From an optimization exercise on the open Yosys and OpenROAD flow, aimed at small area, a short achievable clock period and few clock cycles per item; shortcuts taken in it are not production practice. RTL that was checked went through simulation tests only; none was proved equivalent to the original. No activity file was given, so power comes from the tool's default toggle rates.

// axi4l_slv_top
module axi4l_slv_top #(
    parameter int ADDR_WIDTH = 12,
    parameter int DATA_WIDTH = 32
) (
    input var                     aclk,
    input var                     aresetn,
    input var  [  ADDR_WIDTH-1:0] s_axi_awaddr,
    input var  [             2:0] s_axi_awprot,
    input var                     s_axi_awvalid,
    output var                    s_axi_awready,
    input var  [  DATA_WIDTH-1:0] s_axi_wdata,
    input var  [DATA_WIDTH/8-1:0] s_axi_wstrb,
    input var                     s_axi_wvalid,
    output var                    s_axi_wready,
    output var [             1:0] s_axi_bresp,
    output var                    s_axi_bvalid,
    input var                     s_axi_bready,
    input var  [  ADDR_WIDTH-1:0] s_axi_araddr,
    input var  [             2:0] s_axi_arprot,
    input var                     s_axi_arvalid,
    output var                    s_axi_arready,
    output var [  DATA_WIDTH-1:0] s_axi_rdata,
    output var [             1:0] s_axi_rresp,
    output var                    s_axi_rvalid,
    input var                     s_axi_rready,
    output var                    irq_reg_irq,
    input var                     reg_irq_bit0,
    output var [            31:0] reg_a_b,
    input var  [            31:0] reg_c_d
);
  logic wr_hs, b_pop;
  logic bv0_q, b1_free_q;   
  logic be0_q, be1_q;   
  assign s_axi_awready = s_axi_wvalid && b1_free_q;
  assign s_axi_wready = s_axi_awvalid && b1_free_q;
  assign wr_hs = s_axi_awvalid && s_axi_wvalid && b1_free_q;
  assign b_pop = bv0_q && s_axi_bready;
  logic [9:0] wa;
  logic wa_lo;   
  assign wa = s_axi_awaddr[11:2];
  assign wa_lo = (wa[9:4] == 6'd0);
  logic wr_trap, wr_mask, wr_force, wr_trig, wr_a, wr_ok;
  assign wr_trap = wr_hs && wa_lo && (wa[3:0] == 4'd1);
  assign wr_mask = wr_hs && wa_lo && (wa[3:0] == 4'd2);
  assign wr_force = wr_hs && wa_lo && (wa[3:0] == 4'd3);
  assign wr_trig = wr_hs && wa_lo && (wa[3:0] == 4'd5);
  assign wr_a = wr_hs && wa_lo && (wa[3:0] == 4'd8);
  assign wr_ok = wa_lo && (wa[3:0] <= 4'd5 || wa[3:0] == 4'd8);
  ...
Size: ~180 I/O pins.
Settings: LEC_CHECK=0, ABC_AREA=1, CAP_MARGIN=20, CORE_MARGIN=2, CORE_UTILIZATION=40, SETUP_SLACK_MARGIN=1.4, SLEW_MARGIN=20; clock period 3.0 ns.
standard.sh (not shown) runs the stock make flow with config.mk's settings and CLKGATE_MAP_FILE= SYNTH_SCRIPT=/design/flow/synth_recipe.tcl, a recipe that flattens the netlist after the stock synthesis.
==> flow/flow/run.sh <==
#!/bin/bash
# Standard ORFS layout with these changes:
#  - synthesis maps logic with the ABC script flow/abc_area.script (when present);
#    everything before ABC, so every register and its name, is the standard synthesis;
#  - the cells listed in flow/dont_use.txt (when present) are added to the platform's
#    don't-use list, for synthesis and the resizer (slow many-input OR/NOR gates);
#  - the port buffers are sky130 buf_1 cells instead of buffer_ports' default.
set -euo pipefail
here=$PWD
rm -rf "$here/scripts_abc"
cp -r "$FLOW_HOME/scripts" "$here/scripts_abc"
if [[ -f "$here/flow/abc_area.script" ]]; then
  cp "$here/flow/abc_area.script" "$here/scripts_abc/abc_area.script"
fi
args=()
if [[ -f "$here/flow/dont_use.txt" ]]; then
  base=$(make -s -C "$FLOW_HOME" DESIGN_CONFIG="$here/config.mk" WORK_HOME="$here/orfs" print-DONT_USE_CELLS | sed -n 's/^DONT_USE_CELLS: //p')
  args+=("DONT_USE_CELLS=$base $(tr '\n' ' ' < "$here/flow/dont_use.txt")")
fi
export BUFFER_PORTS_ARGS="-buffer_cell sky130_fd_sc_hd__buf_1"
bash standard.sh SCRIPTS_DIR="$here/scripts_abc" "${args[@]}" synth > synth.log 2>&1
bash standard.sh "${args[@]}" > standard.log 2>&1
==> flow/flow/abc_area.script <==
strash
&get -n
&dch
&nf -a
&put
topo
stime -c
==> flow/flow/dont_use.txt <==
sky130_fd_sc_hd__nor3_1
sky130_fd_sc_hd__nor3_2
sky130_fd_sc_hd__nor3_4
sky130_fd_sc_hd__nor3b_1
sky130_fd_sc_hd__nor3b_2
sky130_fd_sc_hd__nor3b_4
sky130_fd_sc_hd__nor4_1
sky130_fd_sc_hd__nor4_2
sky130_fd_sc_hd__nor4_4
sky130_fd_sc_hd__nor4b_1
sky130_fd_sc_hd__nor4b_2
sky130_fd_sc_hd__nor4b_4
sky130_fd_sc_hd__nor4bb_1
sky130_fd_sc_hd__nor4bb_2
sky130_fd_sc_hd__nor4bb_4
sky130_fd_sc_hd__or3_1
sky130_fd_sc_hd__or3_2
sky130_fd_sc_hd__or3_4
sky130_fd_sc_hd__or3b_1
sky130_fd_sc_hd__or3b_2
sky130_fd_sc_hd__or3b_4
sky130_fd_sc_hd__or4_1
sky130_fd_sc_hd__or4_2
sky130_fd_sc_hd__or4_4
sky130_fd_sc_hd__or4b_1
sky130_fd_sc_hd__or4b_2
sky130_fd_sc_hd__or4b_4
sky130_fd_sc_hd__or4bb_1
sky130_fd_sc_hd__or4bb_2
sky130_fd_sc_hd__or4bb_4
sky130_fd_sc_hd__or2_0
sky130_fd_sc_hd__or2_1
sky130_fd_sc_hd__or2_2
sky130_fd_sc_hd__or2_4
sky130_fd_sc_hd__and2_0
Testbench counts at the start, summed over its fixed seeds: cycles 1,608, items 3,200.
==> next run, changes <==
==> flow/flow/abc_area.script (replaced) <==
strash
&get -n
&dch -f
&nf
&put
topo
stime -c
--- a/flow/flow/dont_use.txt
+++ b/flow/flow/dont_use.txt
@@ -29,7 +29,2 @@
 sky130_fd_sc_hd__or4bb_2
 sky130_fd_sc_hd__or4bb_4
-sky130_fd_sc_hd__or2_0
-sky130_fd_sc_hd__or2_1
-sky130_fd_sc_hd__or2_2
-sky130_fd_sc_hd__or2_4
-sky130_fd_sc_hd__and2_0
--- a/flow/config.mk
+++ b/flow/config.mk
@@ -10,4 +10,5 @@
 export CORE_MARGIN = 2
 export CORE_UTILIZATION = 40
-export SETUP_SLACK_MARGIN = 1.4
+export SETUP_SLACK_MARGIN = 1.5
 export SLEW_MARGIN = 20
+export TNS_END_PERCENT = 10
After rerunning: Routed wire length increases by 1.3%. Core utilization increases by 0.84 points. Clock power increases by 10%.
==> next run, changes <==
==> flow/flow/abc_area.script (replaced) <==
strash
&get -n
&dch
&nf
&put
topo
stime -c
--- a/flow/flow/dont_use.txt
+++ b/flow/flow/dont_use.txt
@@ -29,2 +29,7 @@
 sky130_fd_sc_hd__or4bb_2
 sky130_fd_sc_hd__or4bb_4
+sky130_fd_sc_hd__or2_0
+sky130_fd_sc_hd__or2_1
+sky130_fd_sc_hd__or2_2
+sky130_fd_sc_hd__or2_4
+sky130_fd_sc_hd__and2_0
--- a/flow/config.mk
+++ b/flow/config.mk
@@ -10,5 +10,4 @@
 export CORE_MARGIN = 2
 export CORE_UTILIZATION = 40
-export SETUP_SLACK_MARGIN = 1.5
+export SETUP_SLACK_MARGIN = 1.3
 export SLEW_MARGIN = 20
-export TNS_END_PERCENT = 10
The changed run went through all stages and came out clean.
Critical path depth grows by 1.
Cell count went down by 1.2%.
Worst hold slack barely changes.
Sequential power hardly moves.
==> next run, changes <==
--- a/flow/config.mk
+++ b/flow/config.mk
@@ -10,4 +10,5 @@
 export CORE_MARGIN = 2
 export CORE_UTILIZATION = 40
-export SETUP_SLACK_MARGIN = 1.3
+export SETUP_SLACK_MARGIN = 1.5
 export SLEW_MARGIN = 20
+export TNS_END_PERCENT = 0
Routed wire length rose by 7.2%.
Setup slack is better by 84 ps.
Die area is unchanged.
Final area rose by 3.8%.
Hold slack is better by 12 ps.
Total power fell by 2.1%.

========
run A:
Another version of the RTL of axi4l_slv_top (not shown whole).
Size: about 270 cells after synthesis, ~74 flip-flops, about 180 I/O pins, about 0.0026 mm2 of cells after synthesis.
export LEC_CHECK = 0
export ABC_AREA = 1
export CAP_MARGIN = 20
export CORE_MARGIN = 2
export CORE_UTILIZATION = 40
export SETUP_SLACK_MARGIN = 1.3
export SLEW_MARGIN = 20
create_clock -name core_clock -period 3.0 [get_ports {aclk}]
==> flow/flow/abc_area.script <==
strash
&get -n
&dch -f
&nf -R 1000
&put
topo
stime -c
==> flow/flow/dont_use.txt <==
sky130_fd_sc_hd__nor3_1
sky130_fd_sc_hd__nor3_2
sky130_fd_sc_hd__nor3_4
sky130_fd_sc_hd__nor3b_1
sky130_fd_sc_hd__nor3b_2
sky130_fd_sc_hd__nor3b_4
sky130_fd_sc_hd__nor4_1
sky130_fd_sc_hd__nor4_2
sky130_fd_sc_hd__nor4_4
sky130_fd_sc_hd__nor4b_1
sky130_fd_sc_hd__nor4b_2
sky130_fd_sc_hd__nor4b_4
sky130_fd_sc_hd__nor4bb_1
sky130_fd_sc_hd__nor4bb_2
sky130_fd_sc_hd__nor4bb_4
sky130_fd_sc_hd__or3_1
sky130_fd_sc_hd__or3_2
sky130_fd_sc_hd__or3_4
sky130_fd_sc_hd__or3b_1
sky130_fd_sc_hd__or3b_2
sky130_fd_sc_hd__or3b_4
sky130_fd_sc_hd__or4_1
sky130_fd_sc_hd__or4_2
sky130_fd_sc_hd__or4_4
sky130_fd_sc_hd__or4b_1
sky130_fd_sc_hd__or4b_2
sky130_fd_sc_hd__or4b_4
sky130_fd_sc_hd__or4bb_1
sky130_fd_sc_hd__or4bb_2
sky130_fd_sc_hd__or4bb_4
Scripts as last shown in full above: flow/flow/run.sh
Testbench counts of run A, summed over its fixed seeds: cycles 1,608, items 3,200.
Input-level comparison between run B and run A:
- setting TNS_END_PERCENT to 0 for the first time
- changing SETUP_SLACK_MARGIN from 1.3 to 1.6
==> flow/flow/abc_area.script <==
strash
&get -n
&dch -f
&nf
&put
topo
stime -c
[summary]
Diff run A -> run B | mean number of vias per cell | up by a few percent. [compare] base=run A new=run B: fraction of the cycle the final worst path needs went down; synthesized-area fraction occupied by and/or/nand/nor cells went down; synthesis-to-layout area growth went down; static leakage went down; total design power went down.
Inputs modified between run B and run C:
- removing TNS_END_PERCENT (formerly 0)
- removing SETUP_SLACK_MARGIN (formerly 1.6)
==> flow/flow/abc_area.script <==
strash
dch -f
amap
topo
stime -c
Notes after the runs:
- [compare] base=run B new=run C: setup slack now sits lower, compound-gate portion of the synthesized area lost 5.2 points, met1 track demand over resource in global routing fell 4.0 points.
For run D, these inputs were changed with respect to run C:
- putting SETUP_SLACK_MARGIN at 1.4 where nothing was set
- putting PLACE_DENSITY at 0.8 where nothing was set
==> flow/flow/abc_area.script <==
strash
&get -n
&dch -f
&nf
&put
topo
stime -c
--- outcome ---
- Compare run C and run D | effective utilization at floorplan lower: run C
- Minimum setup slack in the final design: run D > run C
- Run D has largest incremental delay on the critical path below what run C had.
- Across both runs, sequential share of the synthesized area was higher for run D than for run C.
- Number of resized instances in the post-cts repair step in run D is 12 above run C.
- | total power divided by cell area | higher: run C |
Inputs modified between run D and run E:
- PLACE_DENSITY: 0.8 -> unset
==> flow/flow/abc_area.script <==
&get -n
&st
&dch
&nf
&st
&syn2
&if -g -K 6
&synch2
&nf
&st
&syn2
&if -g -K 6
&synch2
&nf
&st
&syn2
&if -g -K 6
&synch2
&nf
&st
&syn2
&if -g -K 6
&synch2
&nf
&st
&syn2
&if -g -K 6
&synch2
&nf
&put
topo
stime -c
[summary]
Compared with run D, run E shows a simple-gate share of the synthesized area that is 2.9 points higher.
The final reports for run E and run D show count of clock-buffer cells in the layout lower in the former.
Run D -> run E: clock transition at the registers of the reported paths flat
STATUS netlist area before placement: run E loses against run D
Higher part of the power in combinational logic goes to run E over run D.
The area taken by flip-flops and latches was comparable across run D and run E.
Looking at first element of the critical path, the s_axi_bready result is from run D; the bidle_q$_SDFFE_PN1P_ one comes from run E.
Run E vs run D — worst slack on hold paths dropped 0.021 ns.
Going from run D to run E, the met1 usage was found to have gone up by 6.6 points.

========
Setup of job 1021:
Starting RTL as in the previous note.
Settings: LEC_CHECK=0, ABC_AREA=1, CAP_MARGIN=20, CORE_MARGIN=2, CORE_UTILIZATION=40, SETUP_SLACK_MARGIN=1.4, SLEW_MARGIN=20; clock period 3.0 ns.
==> flow/flow/abc_area.script <==
strash
&get -n
&st
&syn2
&dch -f
&nf
&put
topo
stime -c
Scripts as last shown in full above: flow/flow/run.sh, flow/flow/dont_use.txt
Both conditions hold for job 1021: the flow ran to the end and the final layout passed the timing, design-rule and antenna checks.
Testbench counts of job 1021, summed over its fixed seeds: cycles 1,608, items 3,200.
diff inputs: job 1021 => job 2227
- an added TNS_END_PERCENT of 0
==> flow/flow/abc_area.script <==
strash
&get -n
&dch -f
&nf
&put
topo
stime -c
--- outcome ---
Delta (job 2227 minus job 1021): highest attainable clock frequency -7.7 MHz; wire length after detailed routing -740 um; clock buffer count -2; ratio of final minimum period to clock period +0.65 points; cell count after placement -3. ~same sequential cell count in job 1021 and job 2227. Any difference in die area between job 1021 and job 2227 is small enough to ignore. Diff job 1021 and job 2227: power share of the clock group lower in job 2227. Total power: job 2227 below job 1021.
diff inputs: job 2227 => job 9023
- putting CTS_BUF_LIST at sky130_fd_sc_hd__clkbuf_4 where nothing was set
- clearing TNS_END_PERCENT, which used to be 0
Notes after the runs:
- Looking at DRC violation total after the first TritonRoute iteration across job 2227 and job 9023, the one that comes out higher is job 2227.
- Compared with job 2227, job 9023 supports a lower clock frequency.
- Job 9023 has sequential power share above what job 2227 had.
- | wire length | job 9023 vs job 2227 | worse |
- Of job 2227 and job 9023, job 2227 shows the lower maximum single-stage delay on the critical path, with job 9023 above it.
- Relative to job 2227, actual transition at the worst max-transition pin increased by 0.022 ns in job 9023.
- The run showing the smaller relative area of clock buffers and inverters in the final design is job 9023.
- Going from job 2227 to job 9023, pre-CTS setup slack rose by 0.042 ns, post-CTS setup-driven buffer insertion count increased 6.
What job 9323 does differently from job 9023 at the input level:
- changing SETUP_SLACK_MARGIN from 1.4 to 1.45
- removing CTS_BUF_LIST (formerly sky130_fd_sc_hd__clkbuf_4)
## What came out
- Summed area of non-filler cells in the final layout: job 9323 vs job 9023 — no meaningful difference
- When job 9323 is set beside job 9023, its non-clock buffer count in the final layout turns out to be 2 smaller.
- Per the comparison of job 9323 with job 9023, clock power +about 18%; setup slack +0.048 ns.
- In job 9323, the area added between synthesis and finish came out 0.28 points above the value in job 9023.
- Changes observed in job 9323 relative to job 9023: switching power summed over all nets shows an increase of about 5.3%, cell count shows a reduction of 0.40%.
- Job 9023 has a higher post-CTS clock slew at the launch and capture registers of the worst setup and hold paths than job 9323.
- Run comparison: job 9323 cell with the biggest individual delay on the critical path sky130_fd_sc_hd__buf_2; job 9023 cell with the biggest individual delay on the critical path sky130_fd_sc_hd__dfxtp_2
- [compare] base=job 9023 new=job 9323: register-to-register path setup slack grew by 0.07 ns, worst slew slack as a fraction of its limit shrank by 1.3 points, overall power of the completed layout grew by about 6.5%.
Edits applied to the flow inputs when going from job 9323 to job 1009:
- changing SETUP_SLACK_MARGIN from 1.45 to 1.3
Results
From job 9323 to job 1009 the numbers moved as follows: combinational cell fraction of total power decreased 0.5 points, total chip power now sits at about the same level, wire length of the first global-routing pass now smaller. Relative to job 9323, total number of vias decreased by about 2.7% in job 1009. [compare] base=job 9323 new=job 1009: post-detailed-route wirelength per cell now smaller, number of ordinary and repair buffers in the finished layout shows a reduction of 2.3%, detailed-routed wire length on met3 went up by 4.9%. The lower wire length came out of job 1009. Between job 9323 and job 1009, the worst hold slack does not differ in any meaningful way.

========
Another version of the RTL of axi4l_slv_top (not shown whole).
For scale: about 72 flip-flops, about 180 I/O pins, about 3200 um^2 of cells after synthesis.
clock: 3.0 ns
lec_check: 0
cap_margin: 20
core_margin: 2
core_utilization: 40
slew_margin: 20
run.sh (not shown) runs the stock make flow with config.mk's settings and CLKGATE_MAP_FILE= SYNTH_SCRIPT=/design/flow/synth_recipe.tcl, a recipe that flattens the netlist after the stock synthesis.
Stock flow here: none of the scripts above is used.
The starting point produced a clean layout.
Next try:
==> flow/flow/run.sh (new file) <==
#!/bin/bash
# Standard ORFS layout, but the port buffers are small sky130 buf_1 cells
# instead of the delay buffers buffer_ports picks by default.
set -euo pipefail
export BUFFER_PORTS_ARGS="-buffer_cell sky130_fd_sc_hd__buf_1"
bash standard.sh > standard.log 2>&1
==> flow/standard.sh (new file) <==
#!/bin/bash
# synth_recipe.tcl (not shown) runs the flow's synth.tcl, then flattens the netlist and writes it again
# the make line also repeats each setting of config.mk as NAME=value (left out here)
make -C /OpenROAD-flow-scripts/flow DESIGN_CONFIG=/design/flow/config.mk WORK_HOME=/design/flow/orfs CLKGATE_MAP_FILE= SYNTH_SCRIPT=/design/flow/synth_recipe.tcl "${@:-finish}"
removed: flow/run.sh
Outcome: Power went up by 3.3%; critical path depth went up by 2; design area went down by 20%; hold slack is worse by 0.081 ns.
Next try:
- ABC_AREA: not set -> 1
- SETUP_SLACK_MARGIN: not set -> 1.4
=>
- register-to-register slack gets better by 0.15 ns
- die area is about the same
- final cell count goes up by 9.8%
Next try:
- ABC_AREA: 1 -> not set
Die area stays flat.
Routed wire length climbs by a few percent.
Utilization is higher by 2.0 points.
No run of this note included a check of the RTL's function; only the layout flow was run.

[static timing again, ports no longer ideal]
No port has a modelled driver above. Below, the same layouts with a new extraction and two added sets of constraints.
Step 1: set_driving_cell puts a clkbuf_16 on aclk and a buf_2 on each other input, an assumption about the parent block.
Step 2 moves the port delays by t, midway between the first and last clock arrival at a register: inputs arrive t later, outputs are due t later. That takes back most of the time a late clock gives input paths.
Three values: ideal ports, drivers, drivers and shift; two values: the first two.
run | t, ns | setup WS [ns] | hold slack, ns | worst setup path after step 2 | clock arrival spread, ns
the first run of note 1 | 0.366 | 1.434 / 1.389 / 1.116 | 0.402 / 0.394 / 0.458 | input to register | 0.010 / 0.009
the second run of note 1 | 0.371 | 1.363 / 1.327 / 1.077 | 0.389 / 0.386 / 0.446 | input to register | 0.010 / 0.009
the third run of note 1 | 0.362 | 1.350 / 1.317 / 1.039 | 0.387 / 0.379 / 0.446 | input to register | 0.015 / 0.015
the fourth run of note 1 | 0.357 | 1.435 / 1.404 / 1.127 | 0.399 / 0.391 / 0.453 | input to register | 0.010 / 0.010
run A | 0.358 | 1.315 / 1.284 / 1.048 | 0.404 / 0.396 / 0.466 | input to register | 0.009 / 0.009
run B | 0.363 | 1.390 / 1.350 / 1.070 | 0.390 / 0.384 / 0.462 | input to register | 0.011 / 0.011
run C | 0.351 | 1.025 / 1.004 / 0.782 | 0.406 / 0.399 / 0.459 | input to register | 0.007 / 0.007
run D | 0.355 | 1.379 / 1.349 / 1.056 | 0.412 / 0.411 / 0.500 | input to register | 0.012 / 0.012
run E | 0.375 | 1.392 / 1.361 / 1.041 | 0.391 / 0.380 / 0.487 | input to register | 0.007 / 0.006
job 1021 | 0.374 | 1.409 / 1.369 / 1.071 | 0.379 / 0.369 / 0.468 | input to register | 0.008 / 0.009
job 2227 | 0.362 | 1.390 / 1.359 / 1.072 | 0.391 / 0.383 / 0.462 | input to register | 0.009 / 0.009
job 9023 | 0.420 | 1.350 / 1.322 / 1.075 | 0.330 / 0.322 / 0.468 | input to register | 0.017 / 0.017
job 9323 | 0.359 | 1.398 / 1.358 / 1.142 | 0.396 / 0.388 / 0.458 | input to register | 0.012 / 0.012
job 1009 | 0.359 | 1.357 / 1.327 / 1.065 | 0.395 / 0.388 / 0.458 | input to register | 0.014 / 0.014
the first run of note 4 | 0.360 | 0.540 / 0.513 / 0.303 | 0.486 / 0.486 / 0.486 | input to register | 0.011 / 0.012
the second run of note 4 | 0.364 | 1.051 / 1.056 / 0.692 | 0.406 / 0.401 / 0.487 | input to register | 0.011 / 0.011
the third run of note 4 | 0.362 | 1.384 / 1.360 / 1.111 | 0.392 / 0.393 / 0.480 | input to register | 0.012 / 0.013
the fourth run of note 4 | 0.359 | 1.244 / 1.253 / 0.894 | 0.409 / 0.401 / 0.478 | input to register | 0.008 / 0.008
After both steps setup and hold are still met in every run listed. The setup slack of the second run of note 4, which loses most, moves by +0.005 ns with the drivers and by -0.359 ns with both steps.
